From an optimization exercise on the open Yosys and OpenROAD flow, aimed at small area; shortcuts taken in it are not production practice. Function was checked by simulation only, so behaviour that the tests miss may differ from the original. The clock port is modelled as an ideal driver; clocking choices that lean on that would not hold on a real chip. Power figures rest on the tool's default switching activity, not on a simulated workload.

## flow/design.v

```verilog
`timescale 1ns / 1ps
module CF_cross
  #(
    parameter NPPC = 4,
    parameter DATA_WIDTH = 24,
    parameter POSITION_WIDTH = 12,
    parameter FFT_LENGTH = 64,
    parameter HEIGHT = 2160
    )
   (
    input [NPPC * DATA_WIDTH-1:0]  VIDEO_IN_tdata,
    input 			   VIDEO_IN_tvalid,
    input 			   VIDEO_IN_tuser,
    input 			   VIDEO_IN_tlast,
    output 			   VIDEO_IN_tready,
    input [POSITION_WIDTH - 1 : 0] xStart,
    input [POSITION_WIDTH - 1 : 0] yStart,
    output [NPPC * DATA_WIDTH-1:0] VIDEO_OUT_tdata,
    output 			   VIDEO_OUT_tvalid,
    output 			   VIDEO_OUT_tuser,
    output 			   VIDEO_OUT_tlast,
    input 			   VIDEO_OUT_tready,
    input 			   s_axis_video_aclk,
    input 			   s_axis_video_aresetn
    );
   localparam [11:0] XINV = 12'b010101011111;
   localparam [11:0] YINV = 12'b001010111111;
   reg [11:0] xQ;     
   reg [11:0] yQ;     
   wire [11:0] xD;
   wire [11:0] yD;
   always @(posedge s_axis_video_aclk) begin
      xQ <= xD;
      yQ <= yD;
   end
   wire acc, last, xclr, xclr_n, xc1, xc2, xc3, x23,
        xc4, xc5, xc6, xc7, xc8, xc9, xc10, xc11,
        xt_t0, xt_t1, xt_t2, xt_t3, xt_t4, xt_t5, xt_t6, xt_t7,
        xt_t8, xt_t9, xt_t10, xt_t11, yc1, yc2, yc3, y23,
        yc4, yc5, yc6, yc7, yc8, yc9, yc10, yc11,
        yw_a, yw_b, yw_c, yw, yclr, yclr_p, yt_t0, yt_t1,
        yt_t2, yt_t3, yt_t4, yt_t5, yt_t6, yt_t7, yt_t8, yt_t9,
        yt_t10, yt_t11, xf0_s, xf0_c, xf1_s, xf1_c, xf2_s, xf2_c,
        xf3_s, xf3_c, xL0, xL8, xL15, xq1, xq2, xq3,
        xq4, xq5, xq6, xd0, xe0, xd1, xe1, xd2,
        xe2, xd3, xe3, xd4, xe4, xd5, xe5, xe6,
        xInA, xInB, xIn, yf0_s, yf0_c, yf1_s, yf1_c, yf2_s,
        yf2_c, yf3_s, yf3_c, yf4_s, yf4_c, yf5_s, yf5_c, ym0,
        ym1, yL0, yL63, yma, ymb, yLmid, yd0, yd1,
        yd2, yd3, yd4, yd5, yeq0a, yeq0b, yeq0, ynz1,
        ynz2, ynz3, ynz4, ynz5, ynz6, ymm1, ymm2, ymm3,
        ymm4, ymm5, ye1a, ye1b, yeq1, yIn, red0a, red0b,
        red1a, red1b, red2a, red2b, red3a, red3b;
   CF_cross_nand2 g1 (.a(VIDEO_IN_tvalid), .b(VIDEO_OUT_tready), .y(acc));
   CF_cross_nand3 g2 (.a(VIDEO_IN_tvalid), .b(VIDEO_OUT_tready), .c(VIDEO_IN_tlast), .y(last));
   CF_cross_nand2 g3 (.a(s_axis_video_aresetn), .b(last), .y(xclr));
   CF_cross_inv g4 (.a(xclr), .y(xclr_n));
   CF_cross_nor2 g5 (.a(acc), .b(xQ[0]), .y(xc1));
   CF_cross_nor3 g6 (.a(acc), .b(xQ[0]), .c(xQ[1]), .y(xc2));
   CF_cross_nor4 g7 (.a(acc), .b(xQ[0]), .c(xQ[1]), .d(xQ[2]), .y(xc3));
   CF_cross_nor2 g8 (.a(xQ[2]), .b(xQ[3]), .y(x23));
   CF_cross_nand2 g9 (.a(xc2), .b(x23), .y(xc4));
   CF_cross_nor2 g10 (.a(xc4), .b(xQ[4]), .y(xc5));
   CF_cross_nand2 g11 (.a(xc5), .b(xQ[5]), .y(xc6));
   CF_cross_nor2 g12 (.a(xc6), .b(xQ[6]), .y(xc7));
   CF_cross_nand2 g13 (.a(xc7), .b(xQ[7]), .y(xc8));
   CF_cross_nor2 g14 (.a(xc8), .b(xQ[8]), .y(xc9));
   CF_cross_nand2 g15 (.a(xc9), .b(xQ[9]), .y(xc10));
   CF_cross_nor2 g16 (.a(xc10), .b(xQ[10]), .y(xc11));
   CF_cross_xor2 g17 (.a(xQ[0]), .b(acc), .y(xt_t0));
   CF_cross_nand2 g18 (.a(xclr_n), .b(xt_t0), .y(xD[0]));
   CF_cross_xnor2 g19 (.a(xQ[1]), .b(xc1), .y(xt_t1));
   CF_cross_nand2 g20 (.a(xclr_n), .b(xt_t1), .y(xD[1]));
   CF_cross_xnor2 g21 (.a(xQ[2]), .b(xc2), .y(xt_t2));
   CF_cross_nand2 g22 (.a(xclr_n), .b(xt_t2), .y(xD[2]));
   CF_cross_xnor2 g23 (.a(xQ[3]), .b(xc3), .y(xt_t3));
   CF_cross_nand2 g24 (.a(xclr_n), .b(xt_t3), .y(xD[3]));
   CF_cross_xor2 g25 (.a(xQ[4]), .b(xc4), .y(xt_t4));
   CF_cross_nand2 g26 (.a(xclr_n), .b(xt_t4), .y(xD[4]));
   CF_cross_xnor2 g27 (.a(xQ[5]), .b(xc5), .y(xt_t5));
   CF_cross_nor2 g28 (.a(xclr), .b(xt_t5), .y(xD[5]));
   CF_cross_xor2 g29 (.a(xQ[6]), .b(xc6), .y(xt_t6));
   CF_cross_nand2 g30 (.a(xclr_n), .b(xt_t6), .y(xD[6]));
   CF_cross_xnor2 g31 (.a(xQ[7]), .b(xc7), .y(xt_t7));
   CF_cross_nor2 g32 (.a(xclr), .b(xt_t7), .y(xD[7]));
   CF_cross_xor2 g33 (.a(xQ[8]), .b(xc8), .y(xt_t8));
   CF_cross_nand2 g34 (.a(xclr_n), .b(xt_t8), .y(xD[8]));
   CF_cross_xnor2 g35 (.a(xQ[9]), .b(xc9), .y(xt_t9));
   CF_cross_nor2 g36 (.a(xclr), .b(xt_t9), .y(xD[9]));
   CF_cross_xor2 g37 (.a(xQ[10]), .b(xc10), .y(xt_t10));
   CF_cross_nand2 g38 (.a(xclr_n), .b(xt_t10), .y(xD[10]));
   CF_cross_xnor2 g39 (.a(xQ[11]), .b(xc11), .y(xt_t11));
   CF_cross_nor2 g40 (.a(xclr), .b(xt_t11), .y(xD[11]));
   CF_cross_nor2 g41 (.a(last), .b(yQ[0]), .y(yc1));
   CF_cross_nor3 g42 (.a(last), .b(yQ[0]), .c(yQ[1]), .y(yc2));
   CF_cross_nor4 g43 (.a(last), .b(yQ[0]), .c(yQ[1]), .d(yQ[2]), .y(yc3));
   CF_cross_nor2 g44 (.a(yQ[2]), .b(yQ[3]), .y(y23));
   CF_cross_nand2 g45 (.a(yc2), .b(y23), .y(yc4));
   CF_cross_nor2 g46 (.a(yc4), .b(yQ[4]), .y(yc5));
   CF_cross_nor3 g47 (.a(yc4), .b(yQ[4]), .c(yQ[5]), .y(yc6));
   CF_cross_nand2 g48 (.a(yc6), .b(yQ[6]), .y(yc7));
   CF_cross_nor2 g49 (.a(yc7), .b(yQ[7]), .y(yc8));
   CF_cross_nand2 g50 (.a(yc8), .b(yQ[8]), .y(yc9));
   CF_cross_nor2 g51 (.a(yc9), .b(yQ[9]), .y(yc10));
   CF_cross_nand2 g52 (.a(yc10), .b(yQ[10]), .y(yc11));
   CF_cross_nor4 g53 (.a(yc4), .b(yQ[5]), .c(yQ[8]), .d(yQ[10]), .y(yw_a));
   CF_cross_nand4 g54 (.a(yQ[4]), .b(yQ[6]), .c(yQ[7]), .d(yQ[9]), .y(yw_b));
   CF_cross_nand2 g55 (.a(yQ[11]), .b(yw_a), .y(yw_c));
   CF_cross_nor2 g56 (.a(yw_b), .b(yw_c), .y(yw));
   CF_cross_nor3b g57 (.a(VIDEO_IN_tuser), .b(yw), .cn(s_axis_video_aresetn), .y(yclr));
   CF_cross_inv g58 (.a(yclr), .y(yclr_p));
   CF_cross_xor2 g59 (.a(yQ[0]), .b(last), .y(yt_t0));
   CF_cross_nand2 g60 (.a(yclr), .b(yt_t0), .y(yD[0]));
   CF_cross_xnor2 g61 (.a(yQ[1]), .b(yc1), .y(yt_t1));
   CF_cross_nand2 g62 (.a(yclr), .b(yt_t1), .y(yD[1]));
   CF_cross_xnor2 g63 (.a(yQ[2]), .b(yc2), .y(yt_t2));
   CF_cross_nand2 g64 (.a(yclr), .b(yt_t2), .y(yD[2]));
   CF_cross_xnor2 g65 (.a(yQ[3]), .b(yc3), .y(yt_t3));
   CF_cross_nand2 g66 (.a(yclr), .b(yt_t3), .y(yD[3]));
   CF_cross_xor2 g67 (.a(yQ[4]), .b(yc4), .y(yt_t4));
   CF_cross_nand2 g68 (.a(yclr), .b(yt_t4), .y(yD[4]));
   CF_cross_xnor2 g69 (.a(yQ[5]), .b(yc5), .y(yt_t5));
   CF_cross_nand2 g70 (.a(yclr), .b(yt_t5), .y(yD[5]));
   CF_cross_xnor2 g71 (.a(yQ[6]), .b(yc6), .y(yt_t6));
   CF_cross_nor2 g72 (.a(yclr_p), .b(yt_t6), .y(yD[6]));
   CF_cross_xor2 g73 (.a(yQ[7]), .b(yc7), .y(yt_t7));
   CF_cross_nand2 g74 (.a(yclr), .b(yt_t7), .y(yD[7]));
   CF_cross_xnor2 g75 (.a(yQ[8]), .b(yc8), .y(yt_t8));
   CF_cross_nor2 g76 (.a(yclr_p), .b(yt_t8), .y(yD[8]));
   CF_cross_xor2 g77 (.a(yQ[9]), .b(yc9), .y(yt_t9));
   CF_cross_nand2 g78 (.a(yclr), .b(yt_t9), .y(yD[9]));
   CF_cross_xnor2 g79 (.a(yQ[10]), .b(yc10), .y(yt_t10));
   CF_cross_nor2 g80 (.a(yclr_p), .b(yt_t10), .y(yD[10]));
   CF_cross_xor2 g81 (.a(yQ[11]), .b(yc11), .y(yt_t11));
   CF_cross_nor2 g82 (.a(yclr_p), .b(yt_t11), .y(yD[11]));
   CF_cross_ha g83 (.a(xStart[2]), .b(xQ[0]), .s(xf0_s), .co(xf0_c));
   CF_cross_fa g84 (.a(xStart[3]), .b(xQ[1]), .ci(xf0_c), .s(xf1_s), .co(xf1_c));
   CF_cross_fa g85 (.a(xStart[4]), .b(xQ[2]), .ci(xf1_c), .s(xf2_s), .co(xf2_c));
   CF_cross_fa g86 (.a(xStart[5]), .b(xQ[3]), .ci(xf2_c), .s(xf3_s), .co(xf3_c));
   CF_cross_nand4 g87 (.a(xf0_s), .b(xf1_s), .c(xf2_s), .d(xf3_s), .y(xL0));
   CF_cross_nand4b g88 (.an(xf3_s), .b(xf0_s), .c(xf1_s), .d(xf2_s), .y(xL8));
   CF_cross_nor4 g89 (.a(xf0_s), .b(xf1_s), .c(xf2_s), .d(xf3_s), .y(xL15));
   CF_cross_nand2 g90 (.a(xf3_c), .b(xQ[4]), .y(xq1));
   CF_cross_nor2 g91 (.a(xq1), .b(xQ[5]), .y(xq2));
   CF_cross_nand2 g92 (.a(xq2), .b(xQ[6]), .y(xq3));
   CF_cross_nor2 g93 (.a(xq3), .b(xQ[7]), .y(xq4));
   CF_cross_nand2 g94 (.a(xq4), .b(xQ[8]), .y(xq5));
   CF_cross_nor2 g95 (.a(xq5), .b(xQ[9]), .y(xq6));
   CF_cross_xor2 g96 (.a(xQ[4]), .b(xStart[6]), .y(xd0));
   CF_cross_xnor2 g97 (.a(xd0), .b(xf3_c), .y(xe0));
   CF_cross_xor2 g98 (.a(xQ[5]), .b(xStart[7]), .y(xd1));
   CF_cross_xnor2 g99 (.a(xd1), .b(xq1), .y(xe1));
   CF_cross_xor2 g100 (.a(xQ[6]), .b(xStart[8]), .y(xd2));
   CF_cross_xnor2 g101 (.a(xd2), .b(xq2), .y(xe2));
   CF_cross_xor2 g102 (.a(xQ[7]), .b(xStart[9]), .y(xd3));
   CF_cross_xnor2 g103 (.a(xd3), .b(xq3), .y(xe3));
   CF_cross_xor2 g104 (.a(xQ[8]), .b(xStart[10]), .y(xd4));
   CF_cross_xnor2 g105 (.a(xd4), .b(xq4), .y(xe4));
   CF_cross_xor2 g106 (.a(xQ[9]), .b(xStart[11]), .y(xd5));
   CF_cross_xnor2 g107 (.a(xd5), .b(xq5), .y(xe5));
   CF_cross_xnor2 g108 (.a(xQ[10]), .b(xq6), .y(xe6));
   CF_cross_nor4 g109 (.a(xe0), .b(xe1), .c(xe2), .d(xe3), .y(xInA));
   CF_cross_nor4 g110 (.a(xe4), .b(xe5), .c(xe6), .d(xQ[11]), .y(xInB));
   CF_cross_nand2 g111 (.a(xInA), .b(xInB), .y(xIn));
   CF_cross_ha g112 (.a(yStart[0]), .b(yQ[0]), .s(yf0_s), .co(yf0_c));
   CF_cross_fa g113 (.a(yStart[1]), .b(yQ[1]), .ci(yf0_c), .s(yf1_s), .co(yf1_c));
   CF_cross_fa g114 (.a(yStart[2]), .b(yQ[2]), .ci(yf1_c), .s(yf2_s), .co(yf2_c));
   CF_cross_fa g115 (.a(yStart[3]), .b(yQ[3]), .ci(yf2_c), .s(yf3_s), .co(yf3_c));
   CF_cross_fa g116 (.a(yStart[4]), .b(yQ[4]), .ci(yf3_c), .s(yf4_s), .co(yf4_c));
   CF_cross_fa g117 (.a(yStart[5]), .b(yQ[5]), .ci(yf4_c), .s(yf5_s), .co(yf5_c));
   CF_cross_nand4 g118 (.a(yf1_s), .b(yf2_s), .c(yf3_s), .d(yf4_s), .y(ym0));
   CF_cross_nor4 g119 (.a(yf1_s), .b(yf2_s), .c(yf3_s), .d(yf4_s), .y(ym1));
   CF_cross_nand3b g120 (.an(ym0), .b(yf0_s), .c(yf5_s), .y(yL0));
   CF_cross_nor3b g121 (.a(yf0_s), .b(yf5_s), .cn(ym1), .y(yL63));
   CF_cross_nand2 g122 (.a(yf5_s), .b(ym1), .y(yma));
   CF_cross_nor2 g123 (.a(yf5_s), .b(ym0), .y(ymb));
   CF_cross_nor2b g124 (.a(ymb), .bn(yma), .y(yLmid));
   CF_cross_xor2 g125 (.a(yQ[6]), .b(yStart[6]), .y(yd0));
   CF_cross_xnor2 g126 (.a(yQ[7]), .b(yStart[7]), .y(yd1));
   CF_cross_xor2 g127 (.a(yQ[8]), .b(yStart[8]), .y(yd2));
   CF_cross_xnor2 g128 (.a(yQ[9]), .b(yStart[9]), .y(yd3));
   CF_cross_xor2 g129 (.a(yQ[10]), .b(yStart[10]), .y(yd4));
   CF_cross_xor2 g130 (.a(yQ[11]), .b(yStart[11]), .y(yd5));
   CF_cross_nor3 g131 (.a(yd0), .b(yd1), .c(yd2), .y(yeq0a));
   CF_cross_nor3 g132 (.a(yd3), .b(yd4), .c(yd5), .y(yeq0b));
   CF_cross_nand2 g133 (.a(yeq0a), .b(yeq0b), .y(yeq0));
   CF_cross_inv g134 (.a(yQ[6]), .y(ynz1));
   CF_cross_nand2 g135 (.a(ynz1), .b(yQ[7]), .y(ynz2));
   CF_cross_nor2 g136 (.a(ynz2), .b(yQ[8]), .y(ynz3));
   CF_cross_nand2 g137 (.a(ynz3), .b(yQ[9]), .y(ynz4));
   CF_cross_nor2 g138 (.a(ynz4), .b(yQ[10]), .y(ynz5));
   CF_cross_nor2b g139 (.a(yQ[11]), .bn(ynz5), .y(ynz6));
   CF_cross_xor2 g140 (.a(yd1), .b(ynz1), .y(ymm1));
   CF_cross_xnor2 g141 (.a(yd2), .b(ynz2), .y(ymm2));
   CF_cross_xor2 g142 (.a(yd3), .b(ynz3), .y(ymm3));
   CF_cross_xnor2 g143 (.a(yd4), .b(ynz4), .y(ymm4));
   CF_cross_xor2 g144 (.a(yd5), .b(ynz5), .y(ymm5));
   CF_cross_nor4 g145 (.a(ymm1), .b(ymm2), .c(ymm3), .d(ymm4), .y(ye1a));
   CF_cross_nor2 g146 (.a(ymm5), .b(ynz6), .y(ye1b));
   CF_cross_nand3 g147 (.a(yd0), .b(ye1a), .c(ye1b), .y(yeq1));
   CF_cross_mux2i g148 (.a0(yeq0), .a1(yeq1), .s(yf5_c), .y(yIn));
   wire rAn, rBn, e0n, e15n;
   CF_cross_red red (.xIn(~xIn), .xL0(~xL0), .xL8(~xL8), .xL15(xL15),
                     .yIn(yIn), .yL0(~yL0), .yL63(yL63), .yLmid(~yLmid),
                     .rAn(rAn), .rBn(rBn), .e0n(e0n), .e15n(e15n));
   CF_cross_nand3 g149 (.a(rAn), .b(rBn), .c(e0n), .y(red0a));
   CF_cross_nor2b g150 (.a(red0a), .bn(VIDEO_IN_tdata[0]), .y(VIDEO_OUT_tdata[0]));
   CF_cross_nor2b g151 (.a(red0a), .bn(VIDEO_IN_tdata[1]), .y(VIDEO_OUT_tdata[1]));
   CF_cross_nor2b g152 (.a(red0a), .bn(VIDEO_IN_tdata[2]), .y(VIDEO_OUT_tdata[2]));
   CF_cross_nor2b g153 (.a(red0a), .bn(VIDEO_IN_tdata[3]), .y(VIDEO_OUT_tdata[3]));
   CF_cross_nor2b g154 (.a(red0a), .bn(VIDEO_IN_tdata[4]), .y(VIDEO_OUT_tdata[4]));
   CF_cross_nor2b g155 (.a(red0a), .bn(VIDEO_IN_tdata[5]), .y(VIDEO_OUT_tdata[5]));
   CF_cross_nor2b g156 (.a(red0a), .bn(VIDEO_IN_tdata[6]), .y(VIDEO_OUT_tdata[6]));
   CF_cross_nor2b g157 (.a(red0a), .bn(VIDEO_IN_tdata[7]), .y(VIDEO_OUT_tdata[7]));
   CF_cross_nor2b g158 (.a(red0a), .bn(VIDEO_IN_tdata[8]), .y(VIDEO_OUT_tdata[8]));
   CF_cross_nor2b g159 (.a(red0a), .bn(VIDEO_IN_tdata[9]), .y(VIDEO_OUT_tdata[9]));
   CF_cross_nor2b g160 (.a(red0a), .bn(VIDEO_IN_tdata[10]), .y(VIDEO_OUT_tdata[10]));
   CF_cross_nor2b g161 (.a(red0a), .bn(VIDEO_IN_tdata[11]), .y(VIDEO_OUT_tdata[11]));
   CF_cross_nand3 g162 (.a(rAn), .b(rBn), .c(e0n), .y(red0b));
   CF_cross_nor2b g163 (.a(red0b), .bn(VIDEO_IN_tdata[12]), .y(VIDEO_OUT_tdata[12]));
   CF_cross_nor2b g164 (.a(red0b), .bn(VIDEO_IN_tdata[13]), .y(VIDEO_OUT_tdata[13]));
   CF_cross_nor2b g165 (.a(red0b), .bn(VIDEO_IN_tdata[14]), .y(VIDEO_OUT_tdata[14]));
   CF_cross_nor2b g166 (.a(red0b), .bn(VIDEO_IN_tdata[15]), .y(VIDEO_OUT_tdata[15]));
   CF_cross_or2 g167 (.a(VIDEO_IN_tdata[16]), .b(red0b), .y(VIDEO_OUT_tdata[16]));
   CF_cross_or2 g168 (.a(VIDEO_IN_tdata[17]), .b(red0b), .y(VIDEO_OUT_tdata[17]));
   CF_cross_or2 g169 (.a(VIDEO_IN_tdata[18]), .b(red0b), .y(VIDEO_OUT_tdata[18]));
   CF_cross_or2 g170 (.a(VIDEO_IN_tdata[19]), .b(red0b), .y(VIDEO_OUT_tdata[19]));
   CF_cross_or2 g171 (.a(VIDEO_IN_tdata[20]), .b(red0b), .y(VIDEO_OUT_tdata[20]));
   CF_cross_or2 g172 (.a(VIDEO_IN_tdata[21]), .b(red0b), .y(VIDEO_OUT_tdata[21]));
   CF_cross_or2 g173 (.a(VIDEO_IN_tdata[22]), .b(red0b), .y(VIDEO_OUT_tdata[22]));
   CF_cross_or2 g174 (.a(VIDEO_IN_tdata[23]), .b(red0b), .y(VIDEO_OUT_tdata[23]));
   CF_cross_nand2 g175 (.a(rAn), .b(rBn), .y(red1a));
   CF_cross_nor2b g176 (.a(red1a), .bn(VIDEO_IN_tdata[24]), .y(VIDEO_OUT_tdata[24]));
   CF_cross_nor2b g177 (.a(red1a), .bn(VIDEO_IN_tdata[25]), .y(VIDEO_OUT_tdata[25]));
   CF_cross_nor2b g178 (.a(red1a), .bn(VIDEO_IN_tdata[26]), .y(VIDEO_OUT_tdata[26]));
   CF_cross_nor2b g179 (.a(red1a), .bn(VIDEO_IN_tdata[27]), .y(VIDEO_OUT_tdata[27]));
   CF_cross_nor2b g180 (.a(red1a), .bn(VIDEO_IN_tdata[28]), .y(VIDEO_OUT_tdata[28]));
   CF_cross_nor2b g181 (.a(red1a), .bn(VIDEO_IN_tdata[29]), .y(VIDEO_OUT_tdata[29]));
   CF_cross_nor2b g182 (.a(red1a), .bn(VIDEO_IN_tdata[30]), .y(VIDEO_OUT_tdata[30]));
   CF_cross_nor2b g183 (.a(red1a), .bn(VIDEO_IN_tdata[31]), .y(VIDEO_OUT_tdata[31]));
   CF_cross_nor2b g184 (.a(red1a), .bn(VIDEO_IN_tdata[32]), .y(VIDEO_OUT_tdata[32]));
   CF_cross_nor2b g185 (.a(red1a), .bn(VIDEO_IN_tdata[33]), .y(VIDEO_OUT_tdata[33]));
   CF_cross_nor2b g186 (.a(red1a), .bn(VIDEO_IN_tdata[34]), .y(VIDEO_OUT_tdata[34]));
   CF_cross_nor2b g187 (.a(red1a), .bn(VIDEO_IN_tdata[35]), .y(VIDEO_OUT_tdata[35]));
   CF_cross_nand2 g188 (.a(rAn), .b(rBn), .y(red1b));
   CF_cross_nor2b g189 (.a(red1b), .bn(VIDEO_IN_tdata[36]), .y(VIDEO_OUT_tdata[36]));
   CF_cross_nor2b g190 (.a(red1b), .bn(VIDEO_IN_tdata[37]), .y(VIDEO_OUT_tdata[37]));
   CF_cross_nor2b g191 (.a(red1b), .bn(VIDEO_IN_tdata[38]), .y(VIDEO_OUT_tdata[38]));
   CF_cross_nor2b g192 (.a(red1b), .bn(VIDEO_IN_tdata[39]), .y(VIDEO_OUT_tdata[39]));
   CF_cross_or2 g193 (.a(VIDEO_IN_tdata[40]), .b(red1b), .y(VIDEO_OUT_tdata[40]));
   CF_cross_or2 g194 (.a(VIDEO_IN_tdata[41]), .b(red1b), .y(VIDEO_OUT_tdata[41]));
   CF_cross_or2 g195 (.a(VIDEO_IN_tdata[42]), .b(red1b), .y(VIDEO_OUT_tdata[42]));
   CF_cross_or2 g196 (.a(VIDEO_IN_tdata[43]), .b(red1b), .y(VIDEO_OUT_tdata[43]));
   CF_cross_or2 g197 (.a(VIDEO_IN_tdata[44]), .b(red1b), .y(VIDEO_OUT_tdata[44]));
   CF_cross_or2 g198 (.a(VIDEO_IN_tdata[45]), .b(red1b), .y(VIDEO_OUT_tdata[45]));
   CF_cross_or2 g199 (.a(VIDEO_IN_tdata[46]), .b(red1b), .y(VIDEO_OUT_tdata[46]));
   CF_cross_or2 g200 (.a(VIDEO_IN_tdata[47]), .b(red1b), .y(VIDEO_OUT_tdata[47]));
   CF_cross_nand2 g201 (.a(rAn), .b(rBn), .y(red2a));
   CF_cross_nor2b g202 (.a(red2a), .bn(VIDEO_IN_tdata[48]), .y(VIDEO_OUT_tdata[48]));
   CF_cross_nor2b g203 (.a(red2a), .bn(VIDEO_IN_tdata[49]), .y(VIDEO_OUT_tdata[49]));
   CF_cross_nor2b g204 (.a(red2a), .bn(VIDEO_IN_tdata[50]), .y(VIDEO_OUT_tdata[50]));
   CF_cross_nor2b g205 (.a(red2a), .bn(VIDEO_IN_tdata[51]), .y(VIDEO_OUT_tdata[51]));
   CF_cross_nor2b g206 (.a(red2a), .bn(VIDEO_IN_tdata[52]), .y(VIDEO_OUT_tdata[52]));
   CF_cross_nor2b g207 (.a(red2a), .bn(VIDEO_IN_tdata[53]), .y(VIDEO_OUT_tdata[53]));
   CF_cross_nor2b g208 (.a(red2a), .bn(VIDEO_IN_tdata[54]), .y(VIDEO_OUT_tdata[54]));
   CF_cross_nor2b g209 (.a(red2a), .bn(VIDEO_IN_tdata[55]), .y(VIDEO_OUT_tdata[55]));
   CF_cross_nor2b g210 (.a(red2a), .bn(VIDEO_IN_tdata[56]), .y(VIDEO_OUT_tdata[56]));
   CF_cross_nor2b g211 (.a(red2a), .bn(VIDEO_IN_tdata[57]), .y(VIDEO_OUT_tdata[57]));
   CF_cross_nor2b g212 (.a(red2a), .bn(VIDEO_IN_tdata[58]), .y(VIDEO_OUT_tdata[58]));
   CF_cross_nor2b g213 (.a(red2a), .bn(VIDEO_IN_tdata[59]), .y(VIDEO_OUT_tdata[59]));
   CF_cross_nand2 g214 (.a(rAn), .b(rBn), .y(red2b));
   CF_cross_nor2b g215 (.a(red2b), .bn(VIDEO_IN_tdata[60]), .y(VIDEO_OUT_tdata[60]));
   CF_cross_nor2b g216 (.a(red2b), .bn(VIDEO_IN_tdata[61]), .y(VIDEO_OUT_tdata[61]));
   CF_cross_nor2b g217 (.a(red2b), .bn(VIDEO_IN_tdata[62]), .y(VIDEO_OUT_tdata[62]));
   CF_cross_nor2b g218 (.a(red2b), .bn(VIDEO_IN_tdata[63]), .y(VIDEO_OUT_tdata[63]));
   CF_cross_or2 g219 (.a(VIDEO_IN_tdata[64]), .b(red2b), .y(VIDEO_OUT_tdata[64]));
   CF_cross_or2 g220 (.a(VIDEO_IN_tdata[65]), .b(red2b), .y(VIDEO_OUT_tdata[65]));
   CF_cross_or2 g221 (.a(VIDEO_IN_tdata[66]), .b(red2b), .y(VIDEO_OUT_tdata[66]));
   CF_cross_or2 g222 (.a(VIDEO_IN_tdata[67]), .b(red2b), .y(VIDEO_OUT_tdata[67]));
   CF_cross_or2 g223 (.a(VIDEO_IN_tdata[68]), .b(red2b), .y(VIDEO_OUT_tdata[68]));
   CF_cross_or2 g224 (.a(VIDEO_IN_tdata[69]), .b(red2b), .y(VIDEO_OUT_tdata[69]));
   CF_cross_or2 g225 (.a(VIDEO_IN_tdata[70]), .b(red2b), .y(VIDEO_OUT_tdata[70]));
   CF_cross_or2 g226 (.a(VIDEO_IN_tdata[71]), .b(red2b), .y(VIDEO_OUT_tdata[71]));
   CF_cross_nand3 g227 (.a(rAn), .b(rBn), .c(e15n), .y(red3a));
   CF_cross_nor2b g228 (.a(red3a), .bn(VIDEO_IN_tdata[72]), .y(VIDEO_OUT_tdata[72]));
   CF_cross_nor2b g229 (.a(red3a), .bn(VIDEO_IN_tdata[73]), .y(VIDEO_OUT_tdata[73]));
   CF_cross_nor2b g230 (.a(red3a), .bn(VIDEO_IN_tdata[74]), .y(VIDEO_OUT_tdata[74]));
   CF_cross_nor2b g231 (.a(red3a), .bn(VIDEO_IN_tdata[75]), .y(VIDEO_OUT_tdata[75]));
   CF_cross_nor2b g232 (.a(red3a), .bn(VIDEO_IN_tdata[76]), .y(VIDEO_OUT_tdata[76]));
   CF_cross_nor2b g233 (.a(red3a), .bn(VIDEO_IN_tdata[77]), .y(VIDEO_OUT_tdata[77]));
   CF_cross_nor2b g234 (.a(red3a), .bn(VIDEO_IN_tdata[78]), .y(VIDEO_OUT_tdata[78]));
   CF_cross_nor2b g235 (.a(red3a), .bn(VIDEO_IN_tdata[79]), .y(VIDEO_OUT_tdata[79]));
   CF_cross_nor2b g236 (.a(red3a), .bn(VIDEO_IN_tdata[80]), .y(VIDEO_OUT_tdata[80]));
   CF_cross_nor2b g237 (.a(red3a), .bn(VIDEO_IN_tdata[81]), .y(VIDEO_OUT_tdata[81]));
   CF_cross_nor2b g238 (.a(red3a), .bn(VIDEO_IN_tdata[82]), .y(VIDEO_OUT_tdata[82]));
   CF_cross_nor2b g239 (.a(red3a), .bn(VIDEO_IN_tdata[83]), .y(VIDEO_OUT_tdata[83]));
   CF_cross_nand3 g240 (.a(rAn), .b(rBn), .c(e15n), .y(red3b));
   CF_cross_nor2b g241 (.a(red3b), .bn(VIDEO_IN_tdata[84]), .y(VIDEO_OUT_tdata[84]));
   CF_cross_nor2b g242 (.a(red3b), .bn(VIDEO_IN_tdata[85]), .y(VIDEO_OUT_tdata[85]));
   CF_cross_nor2b g243 (.a(red3b), .bn(VIDEO_IN_tdata[86]), .y(VIDEO_OUT_tdata[86]));
   CF_cross_nor2b g244 (.a(red3b), .bn(VIDEO_IN_tdata[87]), .y(VIDEO_OUT_tdata[87]));
   CF_cross_or2 g245 (.a(VIDEO_IN_tdata[88]), .b(red3b), .y(VIDEO_OUT_tdata[88]));
   CF_cross_or2 g246 (.a(VIDEO_IN_tdata[89]), .b(red3b), .y(VIDEO_OUT_tdata[89]));
   CF_cross_or2 g247 (.a(VIDEO_IN_tdata[90]), .b(red3b), .y(VIDEO_OUT_tdata[90]));
   CF_cross_or2 g248 (.a(VIDEO_IN_tdata[91]), .b(red3b), .y(VIDEO_OUT_tdata[91]));
   CF_cross_or2 g249 (.a(VIDEO_IN_tdata[92]), .b(red3b), .y(VIDEO_OUT_tdata[92]));
   CF_cross_or2 g250 (.a(VIDEO_IN_tdata[93]), .b(red3b), .y(VIDEO_OUT_tdata[93]));
   CF_cross_or2 g251 (.a(VIDEO_IN_tdata[94]), .b(red3b), .y(VIDEO_OUT_tdata[94]));
   CF_cross_or2 g252 (.a(VIDEO_IN_tdata[95]), .b(red3b), .y(VIDEO_OUT_tdata[95]));
   assign VIDEO_OUT_tvalid = VIDEO_IN_tvalid;
   assign VIDEO_OUT_tuser = VIDEO_IN_tuser;
   assign VIDEO_OUT_tlast = VIDEO_IN_tlast;
   assign VIDEO_IN_tready = VIDEO_OUT_tready;
endmodule
module CF_cross_red
  (
   input  xIn, xL0, xL8, xL15,
   input  yIn, yL0, yL63, yLmid,
   output rAn, rBn, e0n, e15n
   );
   assign rAn = ~((xIn & xL8) | (yIn & yLmid));
   assign rBn = ~(xIn & yIn & (yL0 | yL63));
   assign e0n  = ~(xIn & yIn & xL0);
   assign e15n = ~(xIn & yIn & xL15);
endmodule
module CF_cross_fa (input a, input b, input ci, output s, output co);
   assign {co, s} = a + b + ci;
endmodule
module CF_cross_ha (input a, input b, output s, output co);
   assign {co, s} = a + b;
endmodule
module CF_cross_inv (input a, output y);
   assign y = ~a;
endmodule
module CF_cross_mux2i (input a0, input a1, input s, output y);
   assign y = ~(s ? a1 : a0);
endmodule
module CF_cross_nand2 (input a, input b, output y);
   assign y = ~(a & b);
endmodule
module CF_cross_nand3 (input a, input b, input c, output y);
   assign y = ~(a & b & c);
endmodule
module CF_cross_nand3b (input an, input b, input c, output y);
   assign y = ~(~an & b & c);
endmodule
module CF_cross_nand4 (input a, input b, input c, input d, output y);
   assign y = ~(a & b & c & d);
endmodule
module CF_cross_nand4b (input an, input b, input c, input d, output y);
   assign y = ~(~an & b & c & d);
endmodule
module CF_cross_nor2 (input a, input b, output y);
   assign y = ~(a | b);
endmodule
module CF_cross_nor2b (input a, input bn, output y);
   assign y = ~a & bn;
endmodule
module CF_cross_nor3 (input a, input b, input c, output y);
   assign y = ~(a | b | c);
endmodule
module CF_cross_nor3b (input a, input b, input cn, output y);
   assign y = ~a & ~b & cn;
endmodule
module CF_cross_nor4 (input a, input b, input c, input d, output y);
   assign y = ~(a | b | c | d);
endmodule
module CF_cross_or2 (input a, input b, output y);
   assign y = a | b;
endmodule
module CF_cross_xnor2 (input a, input b, output y);
   assign y = ~(a ^ b);
endmodule
module CF_cross_xor2 (input a, input b, output y);
   assign y = a ^ b;
endmodule
```

## flow/flow/run.sh

```bash
#!/bin/bash
# Standard ORFS layout (the standard.sh) with these changes:
#  - the port buffers that buffer_ports inserts use the smallest buffer cell;
#  - after floorplan, combinational cells are swapped for their smallest drive strength
#    (flow/downsize.tcl); the later repair steps upsize where timing needs it;
#  - after clock tree synthesis, the clock buffers that drive registers are made clkbuf_8
#    (flow/cts_leaves.tcl) to keep the register clock slew low.
set -euo pipefail
here=$(pwd)
bash standard.sh "BUFFER_PORTS_ARGS=-buffer_cell sky130_fd_sc_hd__buf_1" \
  "POST_FLOORPLAN_TCL=$here/flow/downsize.tcl" \
  "POST_CTS_TCL=$here/flow/cts_leaves.tcl" finish > standard_flow.log 2>&1
```

## flow/flow/cts_leaves.tcl

```tcl
# After clock tree synthesis: clock buffers that drive register clock pins are made
# sky130_fd_sc_hd__clkbuf_8, so the clock slew at the registers stays well under the limit.
set n 0
foreach inst [get_cells *] {
  set lc [get_lib_cells -of_objects $inst]
  if { $lc == "" } { continue }
  if { ![string match "sky130_fd_sc_hd__clkbuf_*" [get_name $lc]] } { continue }
  set drives_reg 0
  foreach pin [get_pins -of_objects $inst -filter "direction == output"] {
    set net [get_nets -of_objects $pin]
    foreach load [get_pins -of_objects $net -filter "direction == input"] {
      if { [get_property $load is_register_clock] } { set drives_reg 1 }
    }
  }
  if { $drives_reg && [get_name $lc] != "sky130_fd_sc_hd__clkbuf_8" } {
    replace_cell $inst [get_lib_cells */sky130_fd_sc_hd__clkbuf_8]
    incr n
  }
}
puts "cts_leaves: resized $n clock buffers"
if { $n > 0 } {
  detailed_placement
  check_placement -verbose
  estimate_parasitics -placement
}
```

## flow/flow/downsize.tcl

```tcl
# Swap every combinational cell for the smallest-area cell of the same family and function
# (drive strength only). Registers keep their cells. Later repair steps upsize where timing,
# slew or capacitance call for it.
set dont_use_pats $::env(DONT_USE_CELLS)
proc ds_dont_use { name pats } {
  foreach p $pats {
    if { [string match $p $name] } { return 1 }
  }
  return 0
}
set n_swapped 0
set saved 0.0
foreach inst [get_cells *] {
  set lc [get_lib_cells -of_objects $inst]
  if { $lc == "" } { continue }
  set name [get_name $lc]
  if { ![regexp {^(sky130_fd_sc_hd__[a-z0-9]+)_[0-9]+$} $name -> base] } { continue }
  # registers, latches, taps and fillers keep their cells
  if { [regexp {__(s?df|s?edf|dl|sdl|tap|fill|decap|conb|diode)} $name] } { continue }
  set best $lc
  set best_area [get_property $lc area]
  foreach e [get_lib_cells */${base}_*] {
    set en [get_name $e]
    if { ![regexp {^sky130_fd_sc_hd__[a-z0-9]+_[0-9]+$} $en] } { continue }
    if { [ds_dont_use $en $dont_use_pats] } { continue }
    set a [get_property $e area]
    if { $a < $best_area - 1e-6 && [sta::equiv_cells $lc $e] } {
      set best $e
      set best_area $a
    }
  }
  if { $best != $lc } {
    set saved [expr { $saved + [get_property $lc area] - $best_area }]
    replace_cell $inst $best
    incr n_swapped
  }
}
puts "downsize: swapped $n_swapped cells, saved [format %.1f $saved] um2"
```

## flow/standard.sh

```bash
#!/bin/bash
# synth_recipe.tcl (not shown) runs the flow's synth.tcl, then flattens the netlist and writes it again
# the make line also repeats each setting of config.mk as NAME=value (left out here)
make -C /OpenROAD-flow-scripts/flow DESIGN_CONFIG=/design/flow/config.mk WORK_HOME=/design/flow/orfs CLKGATE_MAP_FILE= SYNTH_SCRIPT=/design/flow/synth_recipe.tcl "${@:-finish}"
```

## flow/config.mk

```make
export PLATFORM = sky130hd
export DESIGN_NAME = CF_cross
export DESIGN_NICKNAME = CF_cross
export VERILOG_FILES = /design/flow/design.v
export SDC_FILE = /design/flow/constraint.sdc
export NUM_CORES = 4
export LEC_CHECK = 0
export CAP_MARGIN = 20
export CORE_MARGIN = 2
export CORE_UTILIZATION = 40
export CTS_BUF_LIST = sky130_fd_sc_hd__clkbuf_2 sky130_fd_sc_hd__clkbuf_4
export SLEW_MARGIN = 20
export SYNTH_HIERARCHICAL = 1
```

## flow/constraint.sdc

```tcl
create_clock -name core_clock -period 7.0 [get_ports {s_axis_video_aclk}]
set_input_delay 1.4000 -clock core_clock [delete_from_list [all_inputs] [get_ports {s_axis_video_aclk}]]
set_output_delay 1.4000 -clock core_clock [all_outputs]
set_load 0.01 [all_outputs]
```

==> impl_results.md, run 1 <==
* Status: aborted with a tool error
* Stopped at: clock tree synthesis
* Tool error: [ERROR STA-2204] get_property NULL is not an object.
* Mux share of post-synthesis cell area at 0.00360
* Synth cell types at 21
* Initial core utilization at 0.412
* TritonCTS sink count at 24
* Part of the Yosys area used for sequential elements at 0.173
* Number of synthesized register bits at 24
* Synth Area per Inst at a little under 10 sq um
* Net Count, Synth at ~430
* Synth Area in Simple Gates at 0.577
* Synth Area in Compound Gates at 0.00719
* Die Wd at around 87 microns
* Number of I/O pins at roughly 230
* Cells after synthesis at just under 300
* XOR/XNOR share of the synthesized area at 0.151
* Hpwl dp at 6970 microns
* DIE HEIGHT at ~87 microns
* Site row count at 30
* Synth Cell Area at around 0.0028 sq mm
* IO buf count at ~220
* Gp weighted congestion at slightly below 0.9
* Adder-cell share of the synthesized area at 0.0665
* Main combinational cell family by area after synthesis: simple AND/OR/NAND/NOR gates
* Yosys warns at 7
[logic make-up after synthesis]
family                   after synthesis
AND/OR/NAND/NOR                      192
XOR/XNOR                              48
flip-flops                            24
buffers and inverters                 12
adder cells (fa/ha/maj)               10
AO/OA/AOI/OAI                          2
multiplexers                           1
[worst min path at each step]
stage            from  cells after the start     end
2_1_floorplan  xQ[10]                      2  xQ[10]
3_5_place_dp   xQ[10]                      2  xQ[10]
3_3_place_gp   xQ[10]                      2  xQ[10]
[per-module statistics from Yosys (local to each module, per instance), a selection]
module | flops+latches | cells inside | times used | area (sq um)
CF_cross_red | 0 | 4 | 1 | 30.0
CF_cross_nor2b | 0 | 1 | 66 | 13.8
CF_cross_nor4 | 0 | 1 | 8 | 12.5
CF_cross_mux2i | 0 | 1 | 1 | 10.0
CF_cross_inv | 0 | 1 | 3 | 3.75
CF_cross_nand4 | 0 | 1 | 3 | 6.26
CF_cross_nand3 | 0 | 1 | 6 | 5.00
CF_cross_fa | 0 | 1 | 8 | 20.0
CF_cross_xnor2 | 0 | 1 | 25 | 8.76
CF_cross_ha | 0 | 1 | 2 | 12.5
[cell usage after synthesis]
| cell type | n | area (sq um) |
|---|---|---|
| nor4_2 | 8 | 100 |
| nand3b_1 | 1 | 7.51 |
| nand4_1 | 3 | 18.8 |
| or2_1 | 32 | 200 |
| fa_1 | 8 | 160 |
| nor2_1 | 27 | 101 |
| nor2b_4 | 66 | 908 |
| nor3_2 | 5 | 50.1 |
| xnor2_1 | 25 | 219 |
| inv_1 | 8 | 30.0 |
| a22oi_2 | 1 | 12.5 |
| nand4b_1 | 1 | 8.76 |
| xor2_1 | 23 | 201 |
| ha_1 | 2 | 25.0 |
| nand2_1 | 39 | 146 |
| o211ai_1 | 1 | 7.51 |
| buf_4 | 4 | 30.0 |
| nor3b_2 | 2 | 25.0 |
| mux2i_1 | 1 | 10.0 |
| dfxtp_1 | 24 | 480 |
| nand3_1 | 8 | 40.0 |
[power by group through the flow]
stage / sequential (mW) / combinational, mW / clock (mW)
after global placement: 0.142 / 0.114 / 0
after floorplan: 0.142 / 0.0841 / 0
after detailed placement: 0.142 / 0.115 / 0
[per-stage QoR]
stage	area [sq um]	hold WS, ns	setup slack [ns]	instances	total power [mW]
floorplan	2780	0.492	0.290	289	0.226
global placement	3120	0.513	0.270	590	0.256
detailed placement	3120	0.518	0.205	590	0.256
==> run 2: changes to the inputs <==
==> flow/flow/cts_leaves.tcl (replaced) <==
# After clock tree synthesis: clock buffers that drive register clock pins are made
# sky130_fd_sc_hd__clkbuf_8, so the clock slew at the registers stays well under the limit.
set n 0
set big [get_lib_cells */sky130_fd_sc_hd__clkbuf_8]
foreach inst [[ord::get_db_block] getInsts] {
  set mname [[$inst getMaster] getName]
  if { ![string match "sky130_fd_sc_hd__clkbuf_*" $mname] } { continue }
  if { $mname == "sky130_fd_sc_hd__clkbuf_8" } { continue }
  set drives_reg 0
  foreach it [$inst getITerms] {
    if { ![$it isOutputSignal] } { continue }
    set net [$it getNet]
    if { $net == "NULL" } { continue }
    foreach load [$net getITerms] {
      if { [[$load getMTerm] getName] == "CLK" } { set drives_reg 1 }
    }
  }
  if { $drives_reg } {
    replace_cell [get_cells [$inst getName]] $big
    incr n
  }
}
puts "cts_leaves: resized $n clock buffers"
if { $n > 0 } {
  detailed_placement
  check_placement -verbose
  estimate_parasitics -placement
}
==> impl_results.md, run 2 <==
* Status: finished clean
* Number of fill cells at 735
* R2r setup slk at ~4.8 ns
* Most frequent cells after synthesis: nor2b_4, nand2_1, or2_1
* Cells after synthesis at between 200 and 300
* Power Dens Cells at 103 mW/mm^2
* Setup crit end kind: primary output
* Sw Ratio at 0.322
* DIE HEIGHT at around 87 microns
* Reg power frac at 0.421
* CP required at 5.60 ns
* Initial core utilization at 0.412
* Clock Skew at 0.00719 ns
* Worst Hold Class: flop to flop
* Area leader, netlist: nor2b_4
* Routed len/inst at between 10 and 15 microns
* Global-route wire length before repair at approximately 12000 microns
* Most frequent cell after synthesis: nor2b_4
* Antenna diodes at 0
* Most frequent cells in the layout: buf_1, nor2b_1, nand2_1, or2_1, nor2_1
* Hold Worst Slack at 0.543 ns
* TritonCTS sink count at 24
* Synth Cell Area at approximately 0.0028 sq mm
* R2R Path Start: yQ[0]
* Synth Area per Inst at roughly 9.6 sq um
* Die area at between 0.007 and 0.008 sq mm
* Part of the Yosys area used for sequential elements at 0.173
* Routed wire length at 8150 microns
* Via count of the routed design at between 2000 and 3000
* Initial DRC Count at 100
* Layout cells sized above 1 at 0.0174
* Crit path max fanout at 12
* Max Slew Vio Count at 0
* Reg2Reg Capture Point: yQ[11]
* Synth cell types at 21
* Fin nets at 653
* Worst setup path start: yStart[0]
* Overflow after GRT at 0
* Internal Power at between 0.2 and 0.25 mW
* Via density per instance at between 4 and 5
* Yosys top cell area share at 0.326
* Max cap viols at 0
* Setup Crit Path Kind: input pin to primary output
* Net Count, Synth at ~430
* Ys async rst share at 0
* IO buf count at approximately 220
* Post-DRT Antenna Nets at 0
* Worst setup SP type: input pin
* Ys flop type: dfxtp_1
* Initial antenna violation count at 0
* Maximum clock rate at ~150 MHz
* NetSw at roughly 0.11 mW
* Fraction of power consumed by combinational cells at 0.352
* Clock share of power at 0.227
* Floorplan Core Area at between 0.006 and 0.007 sq mm
* Final Hold Fails at 0
* Total track usage at 0.193
* Clock transition at path regs at 0.08 ns
* Yosys warns at 7
* Maximum vdd drop at 0.0000909 V
* WP data arrival at about 5.2 ns
* Number of I/O pins at 226
* HP Start: xQ[11]
* Area of the multi-input gates at between 0.0015 and 0.002 sq mm
* Number of synthesized register bits at 24
* Final setup viols at 0
* Register-to-Register Path Depth at 10
* EDFF count, synth at 0
* Drt first pass iters at 5
* Largest net degree at the start of global routing at 14
* Largest cells by area after synthesis: nor2b_4, dfxtp_1, xnor2_1, xor2_1, or2_1
* Tcrit/Tclk final at 0.946
* DRC errors left at 0
* P&R area growth vs syn at 14.4%
* Lkg Pwr at 1.17 nW
* Worst Max-Slew Pin Slew at roughly 0.57 ns
* Gp weighted congestion at slightly below 0.9
* Final Util at 0.471
* CTS tree: done
* Crit path to: VIDEO_OUT_tdata[22]
* Site row count at 30
* Post-route minimum period at 6.63 ns
* Biggest regs: xQ x12, yQ x12
* Die Wd at 87.4 microns
* Reg area at between 400 and 500 sq um
* Worst-Skew Late Latency at around 0.28 ns
* Most common cell after layout, fill and taps aside: buf_1
* Hpwl dp at about 7000 microns
* Vias in the first global route at roughly 2400
* Setup tns final at 0 ns
* Rel. slew slack at 0.619
* RSZ-0062 raised after global routing: no
-- run 2: cell counts after synthesis --
No cell type changed its count.
-- run 2: power by group through the flow --
stage | Sequential, mW | Combinational, mW | Clock [mW]
after global routing | 0.139 | 0.129 | 0.0837
after global placement | 0.142 | 0.114 | 0
after detailed placement | 0.142 | 0.115 | 0
after floorplan | 0.142 | 0.0841 | 0
final | 0.138 | 0.116 | 0.0747
-- run 2: how the worst min path moves through the flow --
| stage | cells past startpoint | slack (ns) | end |
|---|---|---|---|
| after detailed placement | 2 | 0.52 | xQ[10] |
| after global placement | 2 | 0.51 | xQ[10] |
| after floorplan | 2 | 0.49 | xQ[10] |
| final | 2 | 0.54 | xQ[11] |
| after global routing | 2 | 0.58 | xQ[10] |
-- run 2: kinds of logic after synthesis --
logic type	count (synthesis)	share of synthesized area
AND/OR/NAND/NOR	192	0.577
XOR/XNOR	48	0.151
flip-flops	24	0.173
buffers and inverters	12	0.0216
adder cells (fa/ha/maj)	10	0.0665
AO/OA/AOI/OAI	2	0.00719
multiplexers	1	0.00360
-- run 2: worst max-delay path, stage by stage --
cell     delay, ns
buf_1         0.07
ha_1          0.20
fa_1          0.37
fa_1          0.40
fa_1          0.39
fa_1          0.39
fa_1          0.58
nor2_1        0.06
nor2b_1       0.11
inv_1         0.06
a22oi_2       0.26
buf_4         0.19
nand3_1       0.28
or2_1         0.34
buf_1         0.13
-- run 2: stage by stage --
stage | cell area (sq um) | total power, mW | setup slack [ns] | instances
3_5_place_dp | 3120 | 0.256 | 0.205 | 590
3_3_place_gp | 3120 | 0.256 | 0.270 | 590
6_report | 3180 | 0.329 | 0.375 | 596
2_1_floorplan | 2780 | 0.226 | 0.290 | 289
5_1_grt | 3180 | 0.351 | 0.148 | 596
-- run 2: cell type report --
type | count | area share
multi-input cells | 253 | 0.524
repair buffers | 227 | 0.272
flip-flops and latches | 24 | 0.151
well taps | 80 | 0.0314
clock buffers | 3 | 0.0110
inverters | 8 | 0.00943
clock inverters | 1 | 0.00118
-- run 2: modules after synthesis, one instance, submodules excluded, excerpt --
module           cell area [sq um]  copies in the design  flip-flops and latches
CF_cross_fa                   20.0                     8                       0
CF_cross_inv                  3.75                     3                       0
CF_cross_nand3                5.00                     6                       0
CF_cross_nand3b               7.51                     1                       0
CF_cross_nand4                6.26                     3                       0
CF_cross_nor2                 3.75                    27                       0
CF_cross_nor2b                13.8                    66                       0
CF_cross_nor3                 10.0                     5                       0
CF_cross_or2                  6.26                    32                       0
CF_cross_red                  30.0                     1                       0
CF_cross_xnor2                8.76                    25                       0
CF_cross_xor2                 8.76                    23                       0
-- run 2: per-layer routing --
metal | vias to the layer above | global-route usage | wire (microns)
li1 | 1365 | - | -
met1 | 1248 | 0.271 | 3640
met2 | 90 | 0.316 | 3890
met3 | 4 | 0.0256 | 566
met4 | 0 | 0.0350 | 51
met5 | - | 0 | 0

==> static timing again, ports no longer ideal <==
The flow's constraints put no driver on any port. The routed layout listed below was extracted and timed again, unchanged, in two steps.
Step 1: set_driving_cell puts a clkbuf_16 on s_axis_video_aclk and a buf_2 on each other input, an assumption about the parent block.
Step 2 adds t to the input delays and takes it off the output delays; t is the mean of the earliest and latest rising clock arrival at the registers after step 1. Input paths then give back, and output paths get back, about the clock's delay inside the block.
Slacks: ideal / step 1 / step 2; pairs: ideal / step 1.
run: run 2
t (ns): 0.300
setup WS [ns]: 0.375 / 0.336 / 0.336
slew at the worst register clock pin (ns): 0.08 / 0.08
After both steps setup and hold are still met in run 2. For run 2, drivers alone change the setup slack by -0.039 ns; drivers and shift together by -0.039 ns.
